Source: an optimization exercise on an open RTL-to-GDS flow (aim: small area). Production flows keep margins and buffers that such runs may drop.
Function was checked by simulation only, so behaviour that the tests miss may differ from the original.
The flow treats the clock pin as an ideal source, which a real chip does not have.
Power figures rest on the tool's default switching activity, not on a simulated workload.

## design/flow/flow/run.sh

```bash
#!/bin/bash
# Standard ORFS layout (the standard.sh) with these changes:
# - after the standard synthesis (unchanged), its gates between the flip-flops
#   are re-mapped for area by ABC (flow/remap.sh: several scripts over a few
#   rounds, smallest result kept); flip-flops stay as they are,
# - the smallest buffer on the ports,
# - every combinational cell at the smallest drive of its family (before floorplan),
# - a flat clock tree: the clock port drives 3 or more clock buffers (the fewest
#   whose estimated clock slew is within 105 ps), one per equal-size k-means
#   cluster of flip-flops (before CTS, which then skips the clock nets).
set -euo pipefail
export BUFFER_PORTS_ARGS="-buffer_cell sky130_fd_sc_hd__buf_1"
export PRE_FLOORPLAN_TCL="$PWD/flow/downsize.tcl"
export PRE_CTS_TCL="$PWD/flow/clock.tcl"
export CTS_ARGS="-sink_clustering_enable -repair_clock_nets -dont_use_dummy_load"
bash standard.sh synth > standard_synth.log 2>&1
RES=orfs/results/$FLOW_PLATFORM/keysafe/base
cp $RES/1_2_yosys.v standard_1_2_yosys.v
bash flow/remap.sh standard_1_2_yosys.v remapped.v > remap.log 2>&1
sleep 1
cp remapped.v $RES/1_2_yosys.v
bash standard.sh > standard_flow.log 2>&1
```

## design/flow/flow/clkbuf.tcl

```tcl
# Clock distribution for a small design: the clock port drives a few clock
# buffers directly, each feeding one cluster of nearby flip-flops (k-means with
# equal-size clusters on the placed positions).  my_clock_auto tries 3, 4,
# ... buffers and keeps the first whose worst flip-flop clock slew, estimated
# from the placement, is within the target.  CTS then skips these nets.
proc my_clk_slew {} {
  set w 0.0
  foreach p [get_pins -hierarchical */CLK] {
    foreach pr {slew_max_rise slew_max_fall} {
      set s [get_property $p $pr]
      if {$s > $w} { set w $s }
    }
  }
  return $w
}

proc my_clock_tree {nbuf bufname} {
  set block [ord::get_db_block]
  set db [ord::get_db]
  set clk [[$block findBTerm clk] getNet]
  set master [$db findMaster $bufname]
  set sinks {}
  foreach it [$clk getITerms] {
    set bb [[$it getInst] getBBox]
    lappend sinks [list $it [expr {([$bb xMin]+[$bb xMax])/2.0}] [expr {([$bb yMin]+[$bb yMax])/2.0}]]
  }
  set n [llength $sinks]
  set cap [expr {($n + $nbuf - 1) / $nbuf}]
  set sorted [lsort -real -index 1 $sinks]
  set cent {}
  for {set k 0} {$k < $nbuf} {incr k} {
    set s [lindex $sorted [expr {int(($k + 0.5) * $n / $nbuf)}]]
    lappend cent [list [lindex $s 1] [lindex $s 2]]
  }
  for {set iter 0} {$iter < 40} {incr iter} {
    # capacity-limited assignment: closest (sink, cluster) pairs first
    set pairs {}
    set i 0
    foreach s $sinks {
      for {set k 0} {$k < $nbuf} {incr k} {
        lassign [lindex $cent $k] cx cy
        lappend pairs [list [expr {abs([lindex $s 1]-$cx) + abs([lindex $s 2]-$cy)}] $i $k]
      }
      incr i
    }
    set assign [lrepeat $n -1]
    set sc [lrepeat $nbuf 0]
    foreach pr [lsort -real -index 0 $pairs] {
      lassign $pr d i k
      if {[lindex $assign $i] >= 0 || [lindex $sc $k] >= $cap} continue
      lset assign $i $k
      lset sc $k [expr {[lindex $sc $k] + 1}]
    }
    set sx [lrepeat $nbuf 0.0]; set sy [lrepeat $nbuf 0.0]
    foreach s $sinks a $assign {
      lset sx $a [expr {[lindex $sx $a] + [lindex $s 1]}]
      lset sy $a [expr {[lindex $sy $a] + [lindex $s 2]}]
    }
    set cent {}
    for {set k 0} {$k < $nbuf} {incr k} {
      lappend cent [list [expr {[lindex $sx $k]/max(1,[lindex $sc $k])}] [expr {[lindex $sy $k]/max(1,[lindex $sc $k])}]]
    }
  }
  set bufs {}
  for {set k 0} {$k < $nbuf} {incr k} {
    set buf [odb::dbInst_create $block $master "clkbuf_bench_$k"]
    set net [odb::dbNet_create $block "clk_bench_$k"]
    $net setSigType CLOCK
    lassign [lindex $cent $k] cx cy
    $buf setLocation [expr {int($cx)}] [expr {int($cy)}]
    $buf setPlacementStatus PLACED
    [$buf findITerm A] connect $clk
    [$buf findITerm X] connect $net
    set nets($k) $net
    lappend bufs $buf
  }
  foreach s $sinks a $assign {
    set it [lindex $s 0]
    $it disconnect
    $it connect $nets($a)
  }
  puts "my_clock_tree: $n sinks, $nbuf buffers $bufname, sizes $sc"
  return $bufs
}

# Undo my_clock_tree: sinks back on the clock port's net.
proc my_clock_undo {bufs} {
  set block [ord::get_db_block]
  set clk [[$block findBTerm clk] getNet]
  foreach buf $bufs {
    set net [[$buf findITerm X] getNet]
    foreach it [$net getITerms] {
      if {[$it getInst] eq $buf} continue
      $it disconnect
      $it connect $clk
    }
    odb::dbInst_destroy $buf
    odb::dbNet_destroy $net
  }
}

proc my_clock_auto {bufname target maxbuf} {
  set_propagated_clock [all_clocks]
  for {set nb 3} {$nb <= $maxbuf} {incr nb} {
    set bufs [my_clock_tree $nb $bufname]
    estimate_parasitics -placement
    set w [my_clk_slew]
    puts "my_clock_auto: $nb buffers, worst clock slew [format %.4f $w] ns (target $target)"
    if {$w <= $target || $nb == $maxbuf} break
    my_clock_undo $bufs
  }
  set skip {}
  foreach b $bufs { lappend skip [[[$b findITerm X] getNet] getName] }
  lappend skip [[[[ord::get_db_block] findBTerm clk] getNet] getName]
  set_cts_config -skip_nets $skip
}
```

## design/flow/flow/clock.tcl

```tcl
source [file join [file dirname [info script]] clkbuf.tcl]
my_clock_auto sky130_fd_sc_hd__clkbuf_8 0.105 4
```

## design/flow/flow/downsize.tcl

```tcl
# Give every combinational cell the smallest drive strength of its family
# (same function, same pins); the 20 ns clock leaves ample slack.
proc my_downsize {} {
  set db [ord::get_db]
  set dont_use {}
  if {[info exists ::env(DONT_USE_CELLS)]} { set dont_use $::env(DONT_USE_CELLS) }
  set fam [dict create]
  foreach lib [$db getLibs] {
    foreach m [$lib getMasters] {
      set n [$m getName]
      if {[lsearch -exact $dont_use $n] >= 0} continue
      if {![regexp {^(sky130_fd_sc_hd__[a-z0-9]+)_([0-9]+)$} $n -> base drv]} continue
      dict lappend fam $base $m
    }
  }
  set cnt 0
  foreach inst [[ord::get_db_block] getInsts] {
    set m [$inst getMaster]
    set n [$m getName]
    if {![regexp {^(sky130_fd_sc_hd__[a-z0-9]+)_([0-9]+)$} $n -> base drv]} continue
    if {[regexp {df|dl|sdf|edf|tap|fill|decap|clkbuf|clkinv|conb|diode} $base]} continue
    if {![dict exists $fam $base]} continue
    set best $m
    foreach c [dict get $fam $base] {
      if {[$c getWidth] < [$best getWidth]} { set best $c }
    }
    if {$best ne $m} {
      $inst swapMaster $best
      incr cnt
    }
  }
  puts "my_downsize: swapped $cnt instances"
}
my_downsize
```

## design/flow/flow/mkmodels.py

```python
#!/usr/bin/env python3
"""Write Verilog models (assign statements) of the combinational cells of a
liberty file, so that Yosys can re-map a mapped netlist's logic."""
import re, sys
lib = open(sys.argv[1]).read()
out = open(sys.argv[2], 'w')
for chunk in re.split(r'\n\s*cell \(', lib)[1:]:
    name = chunk.split('"')[1]
    if re.search(r'\b(ff|latch|statetable)\s*\(', chunk): continue
    pins = []
    for m in re.finditer(r'\bpin \("(\w+)"\)\s*\{', chunk):
        body = chunk[m.end():m.end() + 4000]
        d = re.search(r'direction\s*:\s*"?(\w+)"?', body)
        f = re.search(r'\bfunction\s*:\s*"([^"]*)"', body[:body.find('timing') if 'timing' in body else 4000])
        pins.append((m.group(1), d.group(1) if d else None, f.group(1) if f else None))
    outs = [p for p in pins if p[1] == 'output']
    ins = [p for p in pins if p[1] == 'input']
    if not outs or any(p[2] is None for p in outs): continue
    ports = ", ".join(p[0] for p in ins + outs)
    out.write(f"module {name}({ports});\n")
    for p in ins: out.write(f"  input {p[0]};\n")
    for p in outs:
        fn = p[2].replace('!', '~')
        fn = re.sub(r'\)\s*\(', ')&(', fn)
        out.write(f"  output {p[0]};\n  assign {p[0]} = {fn};\n")
    out.write("endmodule\n")
```

## design/flow/flow/remap.sh

```bash
#!/bin/bash
# remap.sh IN.v OUT.v -- re-map the combinational logic of the standard
# synthesis netlist for area. Every flip-flop instance is kept as it is (same
# name, same cell); only the gates between them are re-optimised by ABC.
# Each round runs every ABC script in flow/remap_*.abc on the best netlist so
# far (the first round on the standard netlist); the smallest result is kept.
set -euo pipefail
IN=$1; OUT=$2
ROUNDS=${REMAP_ROUNDS:-4}
F=$(dirname $(readlink -f $0))
LIB=$FLOW_HOME/platforms/sky130hd/lib/sky130_fd_sc_hd__tt_025C_1v80.lib
YOSYS=${YOSYS_EXE:-$FLOW_HOME/../tools/install/yosys/bin/yosys}
python3 $F/mkmodels.py $LIB remap_models.v
DU=""
for c in $(grep -A40 "DONT_USE_CELLS +=" $FLOW_HOME/platforms/sky130hd/config.mk | grep -oE "sky130_fd_sc_hd__\w+"); do DU="$DU -dont_use $c"; done
mkdir -p remap
cur=$IN; best=""; bestA=""
for r in $(seq 1 $ROUNDS); do
  rbest=""; rbestA=""
  for scr in $F/remap_*.abc; do
    k=r${r}_$(basename $scr .abc)
    cat > remap/$k.ys <<EOY
read_liberty -lib $LIB
read_verilog -overwrite remap_models.v
read_verilog $cur
hierarchy -top $FLOW_TOP
flatten
delete t:\$scopeinfo
techmap
opt -purge
abc -liberty $LIB $DU -script $scr
opt_clean -purge
hilomap -singleton -hicell sky130_fd_sc_hd__conb_1 HI -locell sky130_fd_sc_hd__conb_1 LO
rename -enumerate -pattern _r%_
write_verilog -noattr -noexpr -nohex -nodec remap/$k.v
stat -liberty $LIB
EOY
    if $YOSYS -l remap/${k}_yosys.log remap/$k.ys > /dev/null 2>&1; then
      A=$(grep "Chip area" remap/${k}_yosys.log | tail -1 | awk '{print $NF}')
      echo "$k: $A"
      if [ -z "$rbestA" ] || python3 -c "import sys; sys.exit(0 if $A < $rbestA else 1)"; then rbest=remap/$k.v; rbestA=$A; fi
    fi
  done
  echo "round $r best: $rbest ($rbestA)"
  if [ -z "$bestA" ] || python3 -c "import sys; sys.exit(0 if $rbestA < $bestA else 1)"; then best=$rbest; bestA=$rbestA; fi
  cur=$rbest
done
echo "kept $best ($bestA)"
cp $best $OUT
```

## design/flow/flow/remap_a5.abc

```
strash
balance
rewrite
refactor
balance
rewrite
rewrite -z
balance
refactor -z
rewrite -z
balance
&get -n
&st
&dch -f
&nf -R 1000
&put
```

## design/flow/flow/remap_a6.abc

```
strash
dc2
&get -n
&st
&dch -f
&nf -a -R 1000
&put
```

## design/flow/flow/remap_a7.abc

```
strash
balance
rewrite
refactor
balance
rewrite
rewrite -z
balance
refactor -z
rewrite -z
balance
strash
balance
rewrite
refactor
balance
rewrite
rewrite -z
balance
refactor -z
rewrite -z
balance
&get -n
&st
&dch -f
&nf -R 1000
&put
```

## design/flow/flow/remap_area1.abc

```
strash
dch
map -a
topo
dnsize
```

## design/flow/flow/remap_area2.abc

```
strash
&get -n
&st
&dch
&nf -R 1000
&put
```

## design/flow/flow/remap_b1.abc

```
strash
&get -n
&st
&dch -f
&nf -R 1000
&put
strash
&get -n
&st
&dch -f
&nf -R 1000
&put
```

## design/flow/flow/remap_b2.abc

```
strash
&get -n
&st
&if -K 6 -a
&mfs
&st
&dch -f
&nf -R 1000
&put
```

## design/flow/flow/remap_b3.abc

```
strash
&get -n
&st
&dch -f
&nf -p -R 1000
&put
```

## design/flow/standard.sh

```bash
#!/bin/bash
# synth_recipe.tcl (not shown) runs the flow's synth.tcl, then flattens the netlist and writes it again
# the make line also repeats each setting of config.mk as NAME=value (left out here)
make -C /OpenROAD-flow-scripts/flow DESIGN_CONFIG=/design/flow/config.mk WORK_HOME=/design/flow/orfs CLKGATE_MAP_FILE= SYNTH_SCRIPT=/design/flow/synth_recipe.tcl "${@:-finish}"
```

## design/flow/config.mk

```make
export PLATFORM = sky130hd
export DESIGN_NAME = keysafe
export DESIGN_NICKNAME = keysafe
export VERILOG_FILES = /design/flow/design.v
export SDC_FILE = /design/flow/constraint.sdc
export NUM_CORES = 4
export LEC_CHECK = 0
export CAP_MARGIN = 20
export CORE_AREA = 2.3 2.72 63.7 62.56
export DIE_AREA = 0 0 66 66
export SLEW_MARGIN = 20
```

## design/flow/constraint.sdc

```tcl
create_clock -name core_clock -period 20.0 [get_ports {clk}]
set_input_delay 4.0000 -clock core_clock [delete_from_list [all_inputs] [get_ports {clk}]]
set_output_delay 4.0000 -clock core_clock [all_outputs]
set_load 0.01 [all_outputs]
```

## design/flow/design.v

```verilog
module keysafe(
input clk,
input rst_bar,
input [3:0] col_in,
input sck,
input ss_bar,
output [3:0] row_out,
output dav,
output busy,
output miso);
reg [1:0] row;
reg [2:0] pre;       
reg rst_d;           
assign row_out = {~(row[1] & row[0]), ~(row[1] & ~row[0]), ~(~row[1] & row[0]), ~(~row[1] & ~row[0])};
wire a = &col_in;
wire [1:0] col = {~col_in[3] | ~col_in[2], ~col_in[3] | (col_in[2] & ~col_in[1])};
wire [3:0] code = {row[1] & ~a, row[0] & ~a, col};
localparam [18:0] POL = 19'd174762;
localparam [18:0] S1 = 19'd32768;
reg a_d;
reg [18:0] y;
reg ph;
reg term;
reg qbar;
wire [18:0] x = y ^ POL;
wire a_nedg = ~a & a_d;
wire zlow = ~|(x & 19'd522231);
wire idle = zlow & ~(x[3] | x[11]);
wire at_e = zlow & x[3] & x[11];
wire fb = x[18] ^ x[2] ^ x[9] ^ x[11];
wire clr = ~rst_bar | (at_e & ph & ~a_nedg);
wire load = a_nedg | (at_e & ~ph);
wire [18:0] x_next = clr ? 19'd0 : load ? S1 : {x[17:0], fb};
always @(posedge clk) begin
	a_d <= rst_bar & a;
	term <= rst_bar & at_e & ~ph & ~a;
	qbar <= ~rst_bar | (idle & (a | qbar));
	ph <= ~a_nedg & (ph | at_e);
	y <= x_next ^ POL;
end
wire step_row = qbar & ~(pre[2] | pre[1] | pre[0]) & ~rst_d;
always @(posedge clk) begin
	rst_d <= ~rst_bar;
	pre[0] <= rst_bar & ~pre[0];
	pre[1] <= rst_bar & (pre[1] ^ pre[0]);
	pre[2] <= rst_bar & (pre[2] ^ (pre[1] & pre[0]));
	row[0] <= rst_bar & (row[0] ^ step_row);
	row[1] <= rst_bar & (row[1] ^ (row[0] & step_row));
end
reg [3:0] d0, d1;
reg rp, wp;
reg c_b, c_o;
wire td;
wire wr = term & ~c_b;
assign busy = c_b;
always @(posedge clk) begin
	if (wr & ~wp) d0 <= code;
	if (wr & wp) d1 <= code;
	rp <= rst_bar & (rp ^ td);
	wp <= rst_bar & (wp ^ wr);
	c_b <= rst_bar & ((c_b & ~td) | (c_o & term & ~td) | (c_b & term));
	c_o <= rst_bar & ((c_o & ~td) | term | c_b);
end
reg [3:0] s;
reg ss1, sk1, sk2;
reg miso_r;
wire sck_ne = sk2 & ~sk1;
wire nz = c_o;
wire [3:0] rd = rp ? d1 : d0;
wire [3:0] f;
assign f[0] = (s[0] & ~ss1 & ~sck_ne) | (~s[0] & sck_ne) | (~s[1] & s[3] & sck_ne);
assign f[1] = (~s[2] & ss1) | (s[3] & sck_ne) | (s[1] & ~s[2] & ~sck_ne) | (s[0] & s[1] & ~s[2]) | (s[1] & ss1 & ~nz);
assign f[2] = (ss1) | (s[0] & ~s[1] & s[3] & sck_ne);
assign f[3] = (s[3] & ~sck_ne) | (ss1) | (~s[0] & ~s[1] & sck_ne) | (s[0] & s[3]);
assign dav = (~s[1] & s[2]);
assign td = (s[0] & s[2]);
assign miso = miso_r;
always @(posedge clk) begin
	ss1 <= ss_bar;
	sk1 <= sck;
	sk2 <= sk1;
	if (rst_d) begin
		miso_r <= 1'b0;
		s <= 4'd14;
	end else begin
		if (sck_ne) miso_r <= ~s[3] & ~s[2] & rd[s[1:0]];
		s <= f;
	end
end
endmodule
```

==> results by group, run 1 <==
GRT
  – Pin count of the biggest net entering global routing: 18
  – Grt total ovfl: 0
  – First-pass GRT wire length: 4600 µm
  – Antenna violations before repair: 0
  – Vias in the first global route: 1060
  – Gr usage total: 0.132

Route
  – Drc violations: 0
  – Drt pass-1 iters: 4
  – Mean routed wirelength per cell: 12.1 µm
  – DRT antenna net count: 0
  – Via Count: 1090
  – Via-to-Cell Ratio: 5.00
  – DR iter-0 viols: 33
  – DRT Wirelength: 2640 µm

Worst setup path
  – CP max FO: 10
  – R2R depth: 6
  – Crit path from: rst_bar
  – Required time of the critical path: 20.09 ns
  – Worst r2r src: y[16]
  – R2R Path End: y[0]
  – Flop2flop setup slack: 17.98 ns
  – Critical path startpoint category: input pin
  – Critical path class: in2reg
  – CP Data Arrival Time: 5.70 ns
  – CP Capture Type: register

Yosys
  – Mapped cell area: 1620 µm²
  – Mapped Avg Cell Area: 10.6 µm²
  – Syn_nets: 161
  – YS warnings: 1
  – Post-synthesis cell count: 153

Clock tree
  – Clk latency of the worst-skew pair: 0.15 ns
  – Post-cts sizing count: 0
  – Setup Buffers After CTS: 0
  – Hold Buf Count CTS: 0
  – Clk pin slew, worst setup/hold paths: 0.09 ns

STA
  – Fmax: 178 MHz
  – Period utilization: 0.280
  – Slew @ Worst Pin: 0.637 ns
  – RSZ-0062 raised after global routing: false
  – Fin. max-slew vios: 0
  – Tmin final: 5.61 ns
  – Layout Skew: 0.0126 ns
  – Hold Slack: 0.358 ns
  – Final hold violations: 0
  – Final Setup Violations: 0
  – Slew HR: 0.576
  – Final setup TNS: 0 ns

Worst hold path
  – Min-delay worst type: reg2reg
  – Min-delay src: sk1
  – Hold path cells: 0
  – Hold Path End: sk2

Place
  – Placement Cell Area: 1730 µm²
  – I/O Buffers: 14
  – GPL Wtd Cong: 0.758
  – Post-DP HPWL: 2040 µm

Run
  – Max cap viols: 0

Finish
  – Final instance area: 1770 µm²
  – Fraction of layout cells with a size suffix above 1: 0.0294
  – Area Overhead vs Synth: 9.50%
  – Final net count: 180
  – Filler Cells Inserted: 368
  – # diodes: 0

Power
  – Pwr per Cell Area: 83.9 nW/µm²
  – Leak: 0.665 nW
  – Worst vdd ir: 54.8 µV

Floorplan
  – FP Rows: 22
  – I/O pins: 15
  – Die Area: 4360 µm²
  – Die Wd: 66 µm
  – CORE AREA: 3660 µm²
  – Die Y-Extent: 66 µm
  – Initial Util: 0.443

Run status
  – Status: no timing/DRC/antenna violations
## per-layer routing
layer,vias up,global-route usage,wire (µm)
li1,553,-,-
met1,523,0.160,1170
met2,10,0.258,1350
met3,4,0.0136,89
met4,0,0.0128,29
met5,-,0,0
## placed cells by master, fill, tap and decap left out, drive strengths merged
cell type  instances
a211o              1
xor2               1
and2               5
o31ai              1
or4                1
nand2b             4
xnor2              3
nand4              3
nor2              24
nor3               5
nor4               1
and3               1
dfxtp             41
clkbuf             3
a21oi              9
clkinv             3
o21ai              9
a21boi             1
nor2b              6
nand2             19
mux4               2
a21o               1
buf               14
edfxtp             8
or3                1
a211oi             2
or2                1
## how the worst max path moves through the flow
stage	endpoint	slack (ns)
after global routing	y[12]	14.23
after CTS	y[12]	14.41
after detailed placement	y[0]	14.23
after global placement	y[0]	14.38
final	y[12]	14.39
after floorplan	y[0]	14.90
## final cells by class
class / instances / area (µm²) / area share
flip-flops and latches: 49 / 1060 / 0.598
multi-input cells: 101 / 548 / 0.309
well taps: 48 / 60.1 / 0.0339
repair buffers: 14 / 52.6 / 0.0296
plain buffers: 3 / 41.3 / 0.0233
inverters: 3 / 11.3 / 0.00635
## registers in the layout, indices dropped and copies added, names as in the netlist, 2 cells and up
register and flops:
pre 3, y 19, d1 4, s 4
row 2, d0 4
## critical path, cell delays in order
cell      delay [ns]
buf_1           0.27
clkinv_1        0.29
a21oi_1         0.57
nand2_1         0.38
nor2_1          0.18
## power breakdown
group / internal [W] / leakage (nW) / switching [W] / total (W)
clock: 0.0000139 / 0.0216 / 0.0000226 / 0.0000365
sequential: 0.000102 / 0.406 / 0.00000256 / 0.000105
combinational: 0.00000321 / 0.237 / 0.00000423 / 0.00000744
total: 0.000120 / 0.665 / 0.0000294 / 0.000149
## per-stage QoR
stage,utilization,total power [W],setup WS (ns),cells
after floorplan,-,0.000112,14.90,153
after global placement,0.473,0.000115,14.38,215
after detailed placement,0.473,0.000115,14.23,215
after CTS,0.485,0.000150,14.41,218
after global routing,0.485,0.000155,14.23,218
final,0.485,0.000149,14.39,218
==> run 2, diff against run 1 <==
==> design/flow/flow/ffmodels.v (new file) <==
module sky130_fd_sc_hd__dfxtp_1(CLK, D, Q);
  input CLK, D; output reg Q;
  always @(posedge CLK) Q <= D;
endmodule
module sky130_fd_sc_hd__edfxtp_1(CLK, D, DE, Q);
  input CLK, D, DE; output reg Q;
  always @(posedge CLK) if (DE) Q <= D;
endmodule
--- a/design/flow/flow/remap.sh
+++ b/design/flow/flow/remap.sh
@@ -3,7 +3,8 @@
 # synthesis netlist for area. Every flip-flop instance is kept as it is (same
 # name, same cell); only the gates between them are re-optimised by ABC.
 # Each round runs every ABC script in flow/remap_*.abc on the best netlist so
-# far (the first round on the standard netlist); the smallest result is kept.
+# far (the first round on the standard netlist); the smallest result that
+# Yosys proves equivalent to the standard netlist is kept.
 set -euo pipefail
 IN=$1; OUT=$2
 ROUNDS=${REMAP_ROUNDS:-4}
@@ -14,6 +15,26 @@
 DU=""
 for c in $(grep -A40 "DONT_USE_CELLS +=" $FLOW_HOME/platforms/sky130hd/config.mk | grep -oE "sky130_fd_sc_hd__\w+"); do DU="$DU -dont_use $c"; done
 mkdir -p remap
+# equivalence of a candidate with the standard netlist (flip-flops paired by name)
+eqchk() {
+  cat > remap/eq_$2.ys <<EOY
+read_verilog remap_models.v
+read_verilog $F/ffmodels.v
+read_verilog $IN
+rename $FLOW_TOP gold
+read_verilog $1
+rename $FLOW_TOP gate
+proc
+flatten gold gate
+opt_clean
+equiv_make gold gate eq
+hierarchy -top eq
+equiv_simple -seq 1
+equiv_induct
+equiv_status -assert
+EOY
+  $YOSYS -l remap/eq_$2.log remap/eq_$2.ys > /dev/null 2>&1
+}
 cur=$IN; best=""; bestA=""
 for r in $(seq 1 $ROUNDS); do
   rbest=""; rbestA=""
@@ -37,13 +58,16 @@
 EOY
     if $YOSYS -l remap/${k}_yosys.log remap/$k.ys > /dev/null 2>&1; then
       A=$(grep "Chip area" remap/${k}_yosys.log | tail -1 | awk '{print $NF}')
+      if ! eqchk remap/$k.v $k; then echo "$k: $A, not proved equivalent, dropped"; continue; fi
       echo "$k: $A"
       if [ -z "$rbestA" ] || python3 -c "import sys; sys.exit(0 if $A < $rbestA else 1)"; then rbest=remap/$k.v; rbestA=$A; fi
     fi
   done
+  [ -z "$rbest" ] && break
   echo "round $r best: $rbest ($rbestA)"
   if [ -z "$bestA" ] || python3 -c "import sys; sys.exit(0 if $rbestA < $bestA else 1)"; then best=$rbest; bestA=$rbestA; fi
   cur=$rbest
 done
+if [ -z "$best" ]; then echo "no candidate proved equivalent: keeping the standard netlist"; cp $IN $OUT; exit 0; fi
 echo "kept $best ($bestA)"
 cp $best $OUT
==> design/flow/flow/remap_c2.abc (new file) <==
strash
&get -n
&st
&dc2
&dch -f
&nf -R 1000
&put
==> run 2 against run 1 <==
Compared with the run above:
- via count is 2.2% lower
- cell area unchanged
- global-route usage decreased by 0.68 points
- first-iteration DRC count down 21%
- combinational power up 4.0%
- die area unchanged
- clock skew shrank 0.0061 ns
- register-to-register slack lost 0.13 ns
- critical path type unchanged
- critical endpoint unchanged
- largest power group unchanged
==> results by group, run 2 <==
Run status
  – Status: no timing/DRC/antenna violations

Worst setup path
  – Required time of the critical path: 20.09 ns
  – CP Capture Type: register
  – Critical path class: in2reg
  – Critical path startpoint category: input pin
  – CP max FO: 10
  – CP Data Arrival Time: 5.66 ns

Finish
  – Most frequent cells in the layout: dfxtp_1 (41), nand2_1 (23), nor2_1 (19), buf_1 (14), a21oi_1 (9)
  – Largest register by flop count: y
  – Fraction of layout cells with a size suffix above 1: 0.0296
  – Final net count: 179
  – Layout Utilization: 0.485
  – # diodes: 0
  – Max reg flops: 19
  – Most common cell after layout, fill and taps aside: dfxtp_1

STA
  – Fmax: 179 MHz
  – Final Setup Violations: 0
  – RSZ-0062 raised after global routing: false
  – Final setup TNS: 0 ns
  – Period utilization: 0.279
  – Hold Slack: 0.367 ns
  – Slew @ Worst Pin: 0.620 ns
  – Min setup slack post-route: 14.43 ns
  – Layout Skew: 0.00647 ns
  – Fin. max-slew vios: 0
  – Final hold violations: 0
  – Slew HR: 0.587
  – Tmin final: 5.57 ns

Route
  – Drt pass-1 iters: 4
  – Via-to-Cell Ratio: 4.91
  – DR iter-0 viols: 26
  – DRT Wirelength: 2620 µm
  – DRT antenna net count: 0
  – Via Count: 1066
  – Mean routed wirelength per cell: 12.1 µm
  – Drc violations: 0

GRT
  – Antenna violations before repair: 0
  – Grt total ovfl: 0
  – Gr usage total: 0.125
  – Vias in the first global route: 965
  – Pin count of the biggest net entering global routing: 18
  – First-pass GRT wire length: 4350 µm

Yosys
  – YS warnings: 1
  – Post-synthesis cell count: 152
  – Syn_nets: 160

Power
  – Sw Share: 0.203
  – Pwr per Cell Area: 84.6 nW/µm²
  – Clock power frac: 0.250
  – Int Pwr: 0.000120 W
  – Worst vdd ir: 54.9 µV
  – Sequential share of power: 0.699
  – Power share of the combinational group: 0.052
  – Sw power: 0.0000305 W
  – Total power: 0.000150 W
  – Leak: 0.675 nW

Floorplan
  – FP Rows: 22
  – Die Wd: 66 µm
  – Initial Util: 0.443
  – Die Y-Extent: 66 µm
  – Die Area: 4360 µm²
  – CORE AREA: 3660 µm²
  – I/O pins: 15

Clock tree
  – Hold Buf Count CTS: 0
  – Clk latency of the worst-skew pair: 0.16 ns
  – Post-cts sizing count: 0
  – Clk pin slew, worst setup/hold paths: 0.10 ns
  – Setup Buffers After CTS: 0

Place
  – GPL Wtd Cong: 0.732
  – Post-place setup slack: 14.27 ns
  – I/O Buffers: 14
  – Post-DP HPWL: 1980 µm

Worst hold path
  – Min-delay worst type: reg2reg

Run
  – Max cap viols: 0
-- run 2: path summary, 6_finish.rpt --
| kind | end | start | cells after the start | slack [ns] |
|---|---|---|---|---|
| max reg2reg | y[12] | y[4] | 5 | 17.85 |
| min reg2reg | sk2 | sk1 | 0 | 0.37 |
| min | sk2 | sk1 | 0 | 0.37 |
| max | y[12] | rst_bar | 5 | 14.43 |
-- run 2: final cells by class --
class / count / area (µm²)
timing repair buffer: 14 / 52.6
multi-input combinational: 98 / 541
inverter: 5 / 18.8
tap: 48 / 60.1
buffer: 3 / 41.3
fill: 354 / 1890
sequential: 49 / 1060
-- run 2: power by group through the flow --
stage                     clock [W]  sequential (W)  combinational, W
after floorplan                   0        0.000107        0.00000539
after global placement            0        0.000107        0.00000759
after detailed placement          0        0.000107        0.00000784
after CTS                 0.0000388        0.000105        0.00000789
after global routing      0.0000432        0.000105        0.00000888
final                     0.0000375        0.000105        0.00000774
-- run 2: metal layers --
layer	wire [µm]	vias to the layer above	global-route usage
li1	-	556	-
met2	1320	16	0.231
met1	1160	489	0.162
met5	0	-	0
met4	45	0	0.0204
met3	97	5	0.00852
-- run 2: worst max-delay path, cell delays in order --
cell and delay, ns:
buf_1 0.29, clkinv_1 0.27, a21oi_1 0.55, nand2_1 0.36
nor2_1 0.17
-- run 2: through the flow --
step / cells / area, µm²
3_5_place_dp: 214 / 1730
5_1_grt: 217 / 1770
4_1_cts: 217 / 1770
3_3_place_gp: 214 / 1730
6_report: 217 / 1770
2_1_floorplan: 152 / 1620

## static timing again, ports no longer ideal
In the flow no input, the clock included, has a driving cell. The finished layouts below were timed again as built, in two steps.
Step 1: set_driving_cell puts a clkbuf_16 on clk and a buf_2 on each other input, an assumption about the parent block.
Step 2, shift: input delay + t, output delay - t, t = (earliest + latest rising clock arrival at the registers) / 2. This alone moves slack from input paths to output paths.
Slacks: ideal ports / drivers / drivers and shift; pairs: ideal ports / drivers.
run	t, ns	slack for setup (ns)	latest minus earliest clock arrival (ns)	pins driven straight from the clock port
run 1	0.195	14.390 / 14.412 / 14.218	0.013 / 0.013	3
run 2	0.196	14.427 / 14.448 / 14.252	0.007 / 0.007	3
After both steps every run listed still meets setup and hold. The setup slack of run 2, which loses most, moves by +0.021 ns with the drivers and by -0.175 ns with both steps.
